From an optimization exercise on the open Yosys and OpenROAD flow, aimed at small area and a short achievable clock period; shortcuts taken in it are not production practice. In this exercise RTL edits were held to simulation tests only and were not proved equivalent to the original. Power is estimated from default activity; no workload was simulated.

**flow/flow/run.sh**
```bash
#!/bin/bash
# Layout flow: the standard ORFS flow (standard.sh) with two changes.
#  - Synthesis: flow/net2.py writes the gate-level netlist of alu_top (sky130hd cells, the
#    same parallel-prefix structure as rtl/AAC2M4H1.v, registers named and typed as the
#    standard synthesis names them), which ORFS reads through SYNTH_NETLIST_FILES.
#  - Port buffers are sky130_fd_sc_hd__buf_1 (every port still gets its buffer).
set -euo pipefail
here=$(pwd)
python3 flow/net2.py hc --dup 4 > netlist.v 2> net2.log
bash standard.sh SYNTH_NETLIST_FILES=$here/netlist.v \
  "BUFFER_PORTS_ARGS=-buffer_cell sky130_fd_sc_hd__buf_1" finish > standard_make.log 2>&1
```
**flow/flow/net2.py**
```python
#!/usr/bin/env python3
"""Gate-level sky130hd netlist of alu_top (ALU + output register), with an explicit prefix adder.
usage: net.py KIND [options]  (KIND: sk, bk, ks, lf, hc, ripple)"""
import sys, argparse
ap = argparse.ArgumentParser()
ap.add_argument("kind")
ap.add_argument("--mux", default="mux4_2")
ap.add_argument("--dup", type=int, default=1)
ap.add_argument("--rtl", action="store_true")
args = ap.parse_args()
N = 32
cells = []
wires = set()
cnt = [0]
def new(pfx="n"):
    cnt[0] += 1
    w = f"{pfx}{cnt[0]}"
    wires.add(w)
    return w
def cell(typ, pins):
    cnt[0] += 1
    cells.append((typ, f"u{cnt[0]}", pins))
def inv(x):
    y = new(); cell("inv_2", dict(A=x, Y=y)); return y

# ---- decode (op_code -> globals), T inverted: Tn[k] = ~T[k]
o0, o1, o2 = "op_code[0]", "op_code[1]", "op_code[2]"
# T3 = ~(op==1 | op==6) -> Tn3 = (op==1)|(op==6)
# T2 = ~op1 -> Tn2 = op1
# T1 = ops{1,4,6,7} ; Tn1 = ops{0,2,3,5}
# T0 = ops{2,6} = op1 & ~op0 ; Tn0 = ~op1 | op0
# arith = op0 ^ op1 ; cin = (op0^op1) & (op1^op2)
def xor_(a, b):
    y = new(); cell("xor2_1", dict(A=a, B=b, X=y)); return y
def xnor_(a, b):
    y = new(); cell("xnor2_1", dict(A=a, B=b, Y=y)); return y
def decode():
    x01 = xor_(o0, o1)          # arith
    x12 = xor_(o1, o2)
    Tn3 = new(); cell("nor2b_1", dict(A=x12, B_N=x01, Y=Tn3))
    t = new(); cell("nor2b_1", dict(A=o1, B_N=o0, Y=t))  # ~o1 & o0
    Tn1 = xnor_(o2, t)
    Tn0 = new(); cell("nand2b_1", dict(A_N=o0, B=o1, Y=Tn0))
    return x01, x12, Tn3, Tn1, Tn0
decs = [decode() for _ in range(args.dup)]
Tn2 = o1
x01, x12 = decs[0][0], decs[0][1]
cin = new(); cell("and2_0", dict(A=x01, B=x12, X=cin))
cinn = new(); cell("nand2_1", dict(A=x01, B=x12, Y=cinn))
Ln = []; gn = []
for i in range(N):
    arith, _, Tn3, Tn1, Tn0 = decs[i * args.dup // N]
    l = new("ln"); cell(args.mux, dict(A0=Tn0, A1=Tn1, A2=Tn2, A3=Tn3, S0=f"b[{i}]", S1=f"a[{i}]", X=l))
    if i == N - 1:
        Ln.append(l); break
    g = new("gn"); cell("nand3_1", dict(A=f"a[{i}]", B=l, C=arith, Y=g))
    Ln.append(l); gn.append(g)

# ---- prefix network over positions 0..32 (0 = carry in), signals carry polarity: (net, inverted)
G = {}; P = {}
G[(0, 0)] = (cinn, True)
for k in range(1, N):
    G[(k, k)] = (gn[k - 1], True)
    P[(k, k)] = (Ln[k - 1], True)
def pol(sig, want_inv):
    net, isinv = sig
    if isinv == want_inv: return net
    return inv(net)
order = []; mids = {}
def combine(hs, ls):
    key = (hs[0], ls[1])
    if key in G: return key
    assert hs[1] == ls[0] + 1
    order.append(key); mids[key] = hs[1]
    gh, ph, gl = G[hs], P[hs], G[ls]
    # choose polarity: majority of inputs
    invs = [gh[1], ph[1], gl[1]]
    if sum(invs) >= 2:
        # inverted inputs -> o21ai (true out); gh may be true -> o21bai
        a1 = pol(ph, True); a2 = pol(gl, True)
        y = new("G")
        if gh[1]:
            cell("o21ai_1", dict(A1=a1, A2=a2, B1=gh[0], Y=y))
        else:
            cell("o21bai_1", dict(A1=a1, A2=a2, B1_N=gh[0], Y=y))
        G[key] = (y, False)
    else:
        a1 = pol(ph, False); a2 = pol(gl, False)
        y = new("G")
        if not gh[1]:
            cell("a21oi_1", dict(A1=a1, A2=a2, B1=gh[0], Y=y))
        else:
            cell("a21boi_1", dict(A1=a1, A2=a2, B1_N=gh[0], Y=y))
        G[key] = (y, True)
    if key[1] > 0:
        pl = P[ls]
        y = new("P")
        if ph[1] and pl[1]:
            cell("nor2_1", dict(A=ph[0], B=pl[0], Y=y)); P[key] = (y, False)
        elif not ph[1] and not pl[1]:
            cell("nand2_1", dict(A=ph[0], B=pl[0], Y=y)); P[key] = (y, True)
        else:
            t_, i_ = (ph, pl) if not ph[1] else (pl, ph)   # t_ true, i_ inverted
            cell("nand2b_1", dict(A_N=i_[0], B=t_[0], Y=y)); P[key] = (y, True)
    return key

M = N
span = {k: (k, k) for k in range(M)}
kind = args.kind
if kind == "ripple":
    for k in range(1, M):
        span[k] = combine(span[k], span[k-1])
elif kind == "ks":
    d = 1
    while d < M:
        new_ = dict(span)
        for k in range(d, M):
            if span[k][1] > 0:
                new_[k] = combine(span[k], span[k-d])
        span = new_; d *= 2
elif kind == "sk":
    d = 1
    while d < M:
        new_ = dict(span)
        for k in range(M):
            if (k // d) % 2 == 1:
                j = (k // d) * d - 1
                new_[k] = combine(span[k], span[j])
        span = new_; d *= 2
elif kind == "bk":
    d = 1
    while d < M:
        for k in range(2*d-1, M, 2*d):
            span[k] = combine(span[k], span[k-d])
        d *= 2
    d //= 2
    while d >= 1:
        for k in range(3*d-1, M, 2*d):
            if span[k][1] > 0:
                span[k] = combine(span[k], span[k-d])
        d //= 2
elif kind == "hc":
    # Han-Carlson: odd positions do KS, then even positions one final step
    for k in range(1, M, 2):
        span[k] = combine(span[k], span[k-1])
    d = 2
    while d < M:
        new_ = dict(span)
        for k in range(1, M, 2):
            if span[k][1] > 0 and k - d >= 0:
                new_[k] = combine(span[k], span[k-d])
        span = new_; d *= 2
    for k in range(2, M, 2):
        span[k] = combine(span[k], span[k-1])
else:
    raise SystemExit("unknown kind")
for k in range(M):
    assert span[k][1] == 0, (k, span[k])

if args.rtl:
    r = []
    w = r.append
    w("// 32-bit ALU: one shared parallel-prefix adder for +, -, +1 and -1.")
    w("// Generated by gen/net2.py (" + " ".join(sys.argv[1:]) + "); see gen/README.md.")
    w("module ALU (")
    w("  input [2:0] Op_code,")
    w("  input [31:0] A, B,")
    w("  output [31:0] Y")
    w(");")
    w("  // Bitwise part L[i] = T[{A[i], B[i]}], a truth table chosen by the op code.")
    w("  // For the arithmetic ops L is the adder's propagate A ^ bx, with bx = B, ~B, 0 or all ones.")
    w("  reg [3:0] T;")
    w("  always @(*) begin")
    w("    case (Op_code)")
    w("      3'd0: T = 4'b1100; // A")
    w("      3'd1: T = 4'b0110; // A + B : A ^ B")
    w("      3'd2: T = 4'b1001; // A - B : A ^ ~B, carry in 1")
    w("      3'd3: T = 4'b1000; // A & B")
    w("      3'd4: T = 4'b1110; // A | B")
    w("      3'd5: T = 4'b1100; // A + 1 : A ^ 0, carry in 1")
    w("      3'd6: T = 4'b0011; // A - 1 : A ^ 1")
    w("      default: T = 4'b1010; // B")
    w("    endcase")
    w("  end")
    w("  wire arith = Op_code[0] ^ Op_code[1];  // ops 1, 2, 5, 6")
    w("  wire cin = arith & (Op_code[1] ^ Op_code[2]);  // ops 2, 5")
    w("  wire [31:0] L;")
    w("  genvar i;")
    w("  generate")
    w("    for (i = 0; i < 32; i = i + 1) begin : bitwise")
    w("      assign L[i] = T[{A[i], B[i]}];")
    w("    end")
    w("  endgenerate")
    w("  // Adder generate: A & bx = A & ~(A ^ bx); zero for the bitwise ops, so every carry is 0 there.")
    w("  wire [30:0] g = A[30:0] & ~L[30:0] & {31{arith}};")
    w("  // Prefix network: position 0 is the carry in, position k (1..31) is bit k-1.")
    w("  // G_h_l / P_h_l: generate / propagate of positions l..h.")
    names = {}
    names[(0,0)] = ("cin", None)
    for k in range(1, M):
        names[(k,k)] = (f"g[{k-1}]", f"L[{k-1}]")
    for (h, l) in order:
        mid = mids[(h, l)]
        gh, ph = names[(h, mid)]; gl, pl = names[(mid - 1, l)]
        gn_ = f"G_{h}_{l}"
        w(f"  wire {gn_} = {gh} | ({ph} & {gl});")
        pn_ = None
        if l > 0:
            pn_ = f"P_{h}_{l}"
            w(f"  wire {pn_} = {ph} & {pl};")
        names[(h, l)] = (gn_, pn_)
    w("  // carry into bit i = generate of positions 0..i")
    w("  wire [31:0] c = {" + ", ".join(names[span[k]][0] for k in range(M - 1, -1, -1)) + "};")
    w("  assign Y = L ^ c;")
    w("endmodule")
    print("\n".join(r))
    sys.exit(0)

# ---- sum: Y[i] = L[i] ^ c[i], c[i] = G[i:0] (position i covers bits below i)
for i in range(N):
    c = G[span[i]]
    y = f"alu_Y{i}"
    wires.add(y)
    # L = ~Ln
    if c[1]:
        cell("xor2_1", dict(A=Ln[i], B=c[0], X=y))   # ~L ^ ~c = L ^ c
    else:
        cell("xnor2_1", dict(A=Ln[i], B=c[0], Y=y))  # ~(~L ^ c) = L ^ c
    cells.append(("dfxtp_1", f"\\y[{i}]$_DFF_P_ ", dict(CLK="clk", D=y, Q=f"y[{i}]")))

out = []
out.append("module alu_top (clk, op_code, a, b, y);")
out.append("  input clk;\n  input [2:0] op_code;\n  input [31:0] a;\n  input [31:0] b;\n  output [31:0] y;")
for w in sorted(wires):
    out.append(f"  wire {w};")
for typ, name, pins in cells:
    pl = ", ".join(f".{p}({n})" for p, n in pins.items())
    out.append(f"  sky130_fd_sc_hd__{typ} {name} ({pl});")
out.append("endmodule")
print("\n".join(out))
area = {}
```
**flow/standard.sh**
```bash
#!/bin/bash
# synth_recipe.tcl (not shown) runs the flow's synth.tcl, then flattens the netlist and writes it again
# the make line also repeats each setting of config.mk as NAME=value (left out here)
make -C /OpenROAD-flow-scripts/flow DESIGN_CONFIG=/design/flow/config.mk WORK_HOME=/design/flow/orfs CLKGATE_MAP_FILE= SYNTH_SCRIPT=/design/flow/synth_recipe.tcl "${@:-finish}"
```
**flow/config.mk**
```make
export PLATFORM = sky130hd
export DESIGN_NAME = alu_top
export DESIGN_NICKNAME = alu_top
export VERILOG_FILES = /design/flow/design.v
export SDC_FILE = /design/flow/constraint.sdc
export NUM_CORES = 4
export LEC_CHECK = 0
export CAP_MARGIN = 20
export CORE_MARGIN = 2
export CORE_UTILIZATION = 40
export SETUP_SLACK_MARGIN = 2.5
export SLEW_MARGIN = 20
```
**flow/constraint.sdc**
```tcl
create_clock -name core_clock -period 6.0 [get_ports {clk}]
set_input_delay 1.2000 -clock core_clock [delete_from_list [all_inputs] [get_ports {clk}]]
set_output_delay 1.2000 -clock core_clock [all_outputs]
set_load 0.01 [all_outputs]
```
**flow/design.v**
```verilog
module alu_top (
  input clk,
  input [2:0] op_code,
  input [31:0] a,
  input [31:0] b,
  output reg [31:0] y
);
  wire [31:0] alu_y;
  ALU alu_inst (
    .Op_code(op_code),
    .A(a),
    .B(b),
    .Y(alu_y)
  );
  always @(posedge clk)
    y <= alu_y;
endmodule

module ALU (
  input [2:0] Op_code,
  input [31:0] A, B,
  output [31:0] Y
);
  reg [3:0] T;
  always @(*) begin
    case (Op_code)
      3'd0: T = 4'b1100;  
      3'd1: T = 4'b0110;  
      3'd2: T = 4'b1001;  
      3'd3: T = 4'b1000;  
      3'd4: T = 4'b1110;  
      3'd5: T = 4'b1100;  
      3'd6: T = 4'b0011;  
      default: T = 4'b1010;  
    endcase
  end
  wire arith = Op_code[0] ^ Op_code[1];   
  wire cin = arith & (Op_code[1] ^ Op_code[2]);   
  wire [31:0] L;
  genvar i;
  generate
    for (i = 0; i < 32; i = i + 1) begin : bitwise
      assign L[i] = T[{A[i], B[i]}];
    end
  endgenerate
  wire [30:0] g = A[30:0] & ~L[30:0] & {31{arith}};
  wire G_1_0 = g[0] | (L[0] & cin);
  wire G_3_2 = g[2] | (L[2] & g[1]);
  wire P_3_2 = L[2] & L[1];
  wire G_5_4 = g[4] | (L[4] & g[3]);
  wire P_5_4 = L[4] & L[3];
  wire G_7_6 = g[6] | (L[6] & g[5]);
  wire P_7_6 = L[6] & L[5];
  wire G_9_8 = g[8] | (L[8] & g[7]);
  wire P_9_8 = L[8] & L[7];
  wire G_11_10 = g[10] | (L[10] & g[9]);
  wire P_11_10 = L[10] & L[9];
  wire G_13_12 = g[12] | (L[12] & g[11]);
  wire P_13_12 = L[12] & L[11];
  wire G_15_14 = g[14] | (L[14] & g[13]);
  wire P_15_14 = L[14] & L[13];
  wire G_17_16 = g[16] | (L[16] & g[15]);
  wire P_17_16 = L[16] & L[15];
  wire G_19_18 = g[18] | (L[18] & g[17]);
  wire P_19_18 = L[18] & L[17];
  wire G_21_20 = g[20] | (L[20] & g[19]);
  wire P_21_20 = L[20] & L[19];
  wire G_23_22 = g[22] | (L[22] & g[21]);
  wire P_23_22 = L[22] & L[21];
  wire G_25_24 = g[24] | (L[24] & g[23]);
  wire P_25_24 = L[24] & L[23];
  wire G_27_26 = g[26] | (L[26] & g[25]);
  wire P_27_26 = L[26] & L[25];
  wire G_29_28 = g[28] | (L[28] & g[27]);
  wire P_29_28 = L[28] & L[27];
  wire G_31_30 = g[30] | (L[30] & g[29]);
  wire P_31_30 = L[30] & L[29];
  wire G_3_0 = G_3_2 | (P_3_2 & G_1_0);
  wire G_5_2 = G_5_4 | (P_5_4 & G_3_2);
  wire P_5_2 = P_5_4 & P_3_2;
  wire G_7_4 = G_7_6 | (P_7_6 & G_5_4);
  wire P_7_4 = P_7_6 & P_5_4;
  wire G_9_6 = G_9_8 | (P_9_8 & G_7_6);
  wire P_9_6 = P_9_8 & P_7_6;
  wire G_11_8 = G_11_10 | (P_11_10 & G_9_8);
  wire P_11_8 = P_11_10 & P_9_8;
  wire G_13_10 = G_13_12 | (P_13_12 & G_11_10);
  wire P_13_10 = P_13_12 & P_11_10;
  wire G_15_12 = G_15_14 | (P_15_14 & G_13_12);
  wire P_15_12 = P_15_14 & P_13_12;
  wire G_17_14 = G_17_16 | (P_17_16 & G_15_14);
  wire P_17_14 = P_17_16 & P_15_14;
  wire G_19_16 = G_19_18 | (P_19_18 & G_17_16);
  wire P_19_16 = P_19_18 & P_17_16;
  wire G_21_18 = G_21_20 | (P_21_20 & G_19_18);
  wire P_21_18 = P_21_20 & P_19_18;
  wire G_23_20 = G_23_22 | (P_23_22 & G_21_20);
  wire P_23_20 = P_23_22 & P_21_20;
  wire G_25_22 = G_25_24 | (P_25_24 & G_23_22);
  wire P_25_22 = P_25_24 & P_23_22;
  wire G_27_24 = G_27_26 | (P_27_26 & G_25_24);
  wire P_27_24 = P_27_26 & P_25_24;
  wire G_29_26 = G_29_28 | (P_29_28 & G_27_26);
  wire P_29_26 = P_29_28 & P_27_26;
  wire G_31_28 = G_31_30 | (P_31_30 & G_29_28);
  wire P_31_28 = P_31_30 & P_29_28;
  wire G_5_0 = G_5_2 | (P_5_2 & G_1_0);
  wire G_7_0 = G_7_4 | (P_7_4 & G_3_0);
  wire G_9_2 = G_9_6 | (P_9_6 & G_5_2);
  wire P_9_2 = P_9_6 & P_5_2;
  wire G_11_4 = G_11_8 | (P_11_8 & G_7_4);
  wire P_11_4 = P_11_8 & P_7_4;
  wire G_13_6 = G_13_10 | (P_13_10 & G_9_6);
  wire P_13_6 = P_13_10 & P_9_6;
  wire G_15_8 = G_15_12 | (P_15_12 & G_11_8);
  wire P_15_8 = P_15_12 & P_11_8;
  wire G_17_10 = G_17_14 | (P_17_14 & G_13_10);
  wire P_17_10 = P_17_14 & P_13_10;
  wire G_19_12 = G_19_16 | (P_19_16 & G_15_12);
  wire P_19_12 = P_19_16 & P_15_12;
  wire G_21_14 = G_21_18 | (P_21_18 & G_17_14);
  wire P_21_14 = P_21_18 & P_17_14;
  wire G_23_16 = G_23_20 | (P_23_20 & G_19_16);
  wire P_23_16 = P_23_20 & P_19_16;
  wire G_25_18 = G_25_22 | (P_25_22 & G_21_18);
  wire P_25_18 = P_25_22 & P_21_18;
  wire G_27_20 = G_27_24 | (P_27_24 & G_23_20);
  wire P_27_20 = P_27_24 & P_23_20;
  wire G_29_22 = G_29_26 | (P_29_26 & G_25_22);
  wire P_29_22 = P_29_26 & P_25_22;
  wire G_31_24 = G_31_28 | (P_31_28 & G_27_24);
  wire P_31_24 = P_31_28 & P_27_24;
  wire G_9_0 = G_9_2 | (P_9_2 & G_1_0);
  wire G_11_0 = G_11_4 | (P_11_4 & G_3_0);
  wire G_13_0 = G_13_6 | (P_13_6 & G_5_0);
  wire G_15_0 = G_15_8 | (P_15_8 & G_7_0);
  wire G_17_2 = G_17_10 | (P_17_10 & G_9_2);
  wire P_17_2 = P_17_10 & P_9_2;
  wire G_19_4 = G_19_12 | (P_19_12 & G_11_4);
  wire P_19_4 = P_19_12 & P_11_4;
  wire G_21_6 = G_21_14 | (P_21_14 & G_13_6);
  wire P_21_6 = P_21_14 & P_13_6;
  wire G_23_8 = G_23_16 | (P_23_16 & G_15_8);
  wire P_23_8 = P_23_16 & P_15_8;
  wire G_25_10 = G_25_18 | (P_25_18 & G_17_10);
  wire P_25_10 = P_25_18 & P_17_10;
  wire G_27_12 = G_27_20 | (P_27_20 & G_19_12);
  wire P_27_12 = P_27_20 & P_19_12;
  wire G_29_14 = G_29_22 | (P_29_22 & G_21_14);
  wire P_29_14 = P_29_22 & P_21_14;
  wire G_31_16 = G_31_24 | (P_31_24 & G_23_16);
  wire P_31_16 = P_31_24 & P_23_16;
  wire G_17_0 = G_17_2 | (P_17_2 & G_1_0);
  wire G_19_0 = G_19_4 | (P_19_4 & G_3_0);
  wire G_21_0 = G_21_6 | (P_21_6 & G_5_0);
  wire G_23_0 = G_23_8 | (P_23_8 & G_7_0);
  wire G_25_0 = G_25_10 | (P_25_10 & G_9_0);
  wire G_27_0 = G_27_12 | (P_27_12 & G_11_0);
  wire G_29_0 = G_29_14 | (P_29_14 & G_13_0);
  wire G_31_0 = G_31_16 | (P_31_16 & G_15_0);
  wire G_2_0 = g[1] | (L[1] & G_1_0);
  wire G_4_0 = g[3] | (L[3] & G_3_0);
  wire G_6_0 = g[5] | (L[5] & G_5_0);
  wire G_8_0 = g[7] | (L[7] & G_7_0);
  wire G_10_0 = g[9] | (L[9] & G_9_0);
  wire G_12_0 = g[11] | (L[11] & G_11_0);
  wire G_14_0 = g[13] | (L[13] & G_13_0);
  wire G_16_0 = g[15] | (L[15] & G_15_0);
  wire G_18_0 = g[17] | (L[17] & G_17_0);
  wire G_20_0 = g[19] | (L[19] & G_19_0);
  wire G_22_0 = g[21] | (L[21] & G_21_0);
  wire G_24_0 = g[23] | (L[23] & G_23_0);
  wire G_26_0 = g[25] | (L[25] & G_25_0);
  wire G_28_0 = g[27] | (L[27] & G_27_0);
  wire G_30_0 = g[29] | (L[29] & G_29_0);
  wire [31:0] c = {G_31_0, G_30_0, G_29_0, G_28_0, G_27_0, G_26_0, G_25_0, G_24_0, G_23_0, G_22_0, G_21_0, G_20_0, G_19_0, G_18_0, G_17_0, G_16_0, G_15_0, G_14_0, G_13_0, G_12_0, G_11_0, G_10_0, G_9_0, G_8_0, G_7_0, G_6_0, G_5_0, G_4_0, G_3_0, G_2_0, G_1_0, cin};
  assign Y = L ^ c;
endmodule
```
==> run notes <==
[worst max-delay path by stage]
| stage | startpoint | end | cells past startpoint |
|---|---|---|---|
| 3_5_place_dp | op_code[1] | y[28] | 14 |
| 5_1_grt | op_code[1] | y[12] | 13 |
| 2_1_floorplan | op_code[0] | y[30] | 11 |
| 3_3_place_gp | op_code[1] | y[28] | 14 |
| 4_1_cts | op_code[0] | y[24] | 12 |
| 6_report | op_code[1] | y[20] | 14 |
[cell type report]
cell class / count / share of cell area
Multi-Input combinational cell: 249 / 0.6242
Sequential cell: 32 / 0.1786
Timing Repair Buffer: 107 / 0.1329
Tap cell: 77 / 0.02687
Clock buffer: 6 / 0.02024
Inverter: 15 / 0.01570
Clock inverter: 1 / 0.001396
[layer usage]
metal | GRT usage | vias up | routed length, um
li1 | - | 1316 | -
met1 | 0.2945 | 1286 | 3451
met2 | 0.3267 | 96 | 3501
met3 | 0.03794 | 9 | 428
met4 | 0.07071 | 0 | 123
met5 | 0 | - | 0
[cells in the final DEF (no fill, tap or decap), types with 9 or more instances in the layout]
cell type and count:
dfxtp_1 32, a21oi_2 9, buf_1 96, a21oi_1 17, nor2_1 10, o21ai_1 42, inv_2 15, nor2_2 17
nand3_1 31, xnor2_1 26, mux4_2 32, nand2_1 23
[timing repair]
item                                    CTS  global route
endpoints found under the setup margin   29            16
setup buffers                             1             6
gates cloned                              0             0
endpoints found under the hold margin     0             0
resized for setup                        40            35
pin swaps                                 0             2
[critical path, stage by stage]
cell and delay, ns:
clkbuf_16 0.21, buf_12 0.19, xor2_2 0.19, nor2b_4 0.08
mux4_2 0.54, nand3_1 0.14, o21ai_2 0.08, a21oi_1 0.23
o21ai_1 0.14, a21oi_1 0.21, o21ai_2 0.11, inv_2 0.05
o21ai_1 0.06, xnor2_1 0.13
[power by group]
part	leakage (nW)	internal (W)	switching (W)
Sequential	0.270	0.000277	0.0000160
Combinational	0.826	0.000177	0.000248
Clock	0.0410	0.0000787	0.0000778
Total	1.14	0.000533	0.000342
[per-stage QoR]
step,util,area [um2],cells,worst slack [ns]
after global placement,0.4902,3113,473,1.430
after floorplan,-,2636,296,2.506
after CTS,0.5344,3393,481,2.509
after detailed placement,0.4902,3113,473,1.355
after global routing,0.5647,3586,487,2.464
final,0.5647,3586,487,2.617
==> flow_metrics.env <==
export IMPL_holdPathStages=3
export IMPL_first_iter_violations=121
export IMPL_maxCapViolCount=0
export IMPL_numPortBuffers=99
export IMPL_critPathKind="input port to flip-flop"
export IMPL_powerDensity_nw_per_um2=244.1
export IMPL_drcViolationCount=0
export IMPL_fill_cells=604
export IMPL_routed_wl_mm=7.504
export IMPL_hold_viol_final=0
export IMPL_gr_total_overflow=0
export IMPL_layout_area_seq_um2=640.6
export IMPL_fin_crit_ns=3.383
export IMPL_place_congestion=0.9419
export IMPL_ios=100
export IMPL_min_path_type="input port to flip-flop"
export IMPL_slew_headroom=0.7454
export IMPL_grt_max_degree=29
export IMPL_die_area_um2=7217
export IMPL_endpoint_kind="flip-flop"
export IMPL_fmax_mhz=295.6
export IMPL_avgViaCountPerCell=5.559
export IMPL_finalMaxSlewViolations=0
export IMPL_syn_cell_area_um2=2621
export IMPL_initial_utilization=0.4128
export IMPL_power_w=0.0008753
export IMPL_tritoncts="done"
export IMPL_hpwl_mm=5.871
export IMPL_fin_tns_setup_ns=0
export IMPL_hp_start="a[31]"
export IMPL_path_clk_slew_ns=0.07
export IMPL_vdd_drop_max_v=0.0001618
export IMPL_core_rowCount=29
export IMPL_finalCritPeriodShare=0.5638
export IMPL_crit_required_ns=6.18
export IMPL_antenna_found_initial=0
export IMPL_grt_setup_unrepaired="yes"
export IMPL_setup_violations=0
export IMPL_cts_root_buf="clkbuf_8"
export IMPL_drtAntennaViolNets=0
export IMPL_crit_path_start_kind="input port"
export IMPL_fp_dieH_um=84.95
export IMPL_core_area_um2=6350
export IMPL_ys_warn_count=0
export IMPL_multi_input_area_um2=2238
export IMPL_top_register="y"
export IMPL_hold_ws_ns=1.277
export IMPL_p_leak_nw=1.137
export IMPL_diodes=0
export IMPL_post_cts_hold_buffer_count=0
export IMPL_crit_path_max_fanout=28
export IMPL_largest_reg_flops=32
export IMPL_synth_nets=364
export IMPL_layout_drive_gt1_share=0.2902
export IMPL_firstDrtPassIters=4
export IMPL_syn_avg_cell_area_um2=8.856
export IMPL_grt_pass1_vias=2536
export IMPL_clock_sinks=32
export IMPL_die_w_um=84.95
export IMPL_finalNetCount=478
export IMPL_area_growth_pct=36.80
export IMPL_syn_inst=296
export IMPL_htreeDepth=2
export IMPL_hold_end="y[31]"
export IMPL_cts_path_max_buffers=2
export IMPL_arrival_ns=3.57
export IMPL_cts_buffers=5
export IMPL_status="no timing/DRC/antenna violations"
export IMPL_largestRegisters="y (32)"
export IMPL_worstMarginPinSlew_ns=0.3801
export IMPL_grt_pass1_wl_mm=12.07
export IMPL_wl_per_cell_um=15.41
export IMPL_grt_usage=0.2096
export IMPL_via_count=2707

## what the ideal ports hide
The results above use ideal ports. As a check the final layout listed here was re-extracted and re-timed, cells and wires unchanged. Step 1 assumes that a clkbuf_16 drives the clock port and a buf_2 every other input. Step 2 times the ports against the registers' clock, not the clock port: input delays grow and output delays shrink by t, the midpoint of the rising clock arrivals with the driver on. Slacks: ideal / step 1 / step 2; pairs: ideal / step 1.
shift t [ns]: 0.320
setup slack, ns: 2.617 / 2.599 / 2.279
worst setup path after step 2: input to register
After both steps this run still meets setup and hold. The setup slack of this run moves by -0.018 ns with the drivers and by -0.338 ns with both steps.
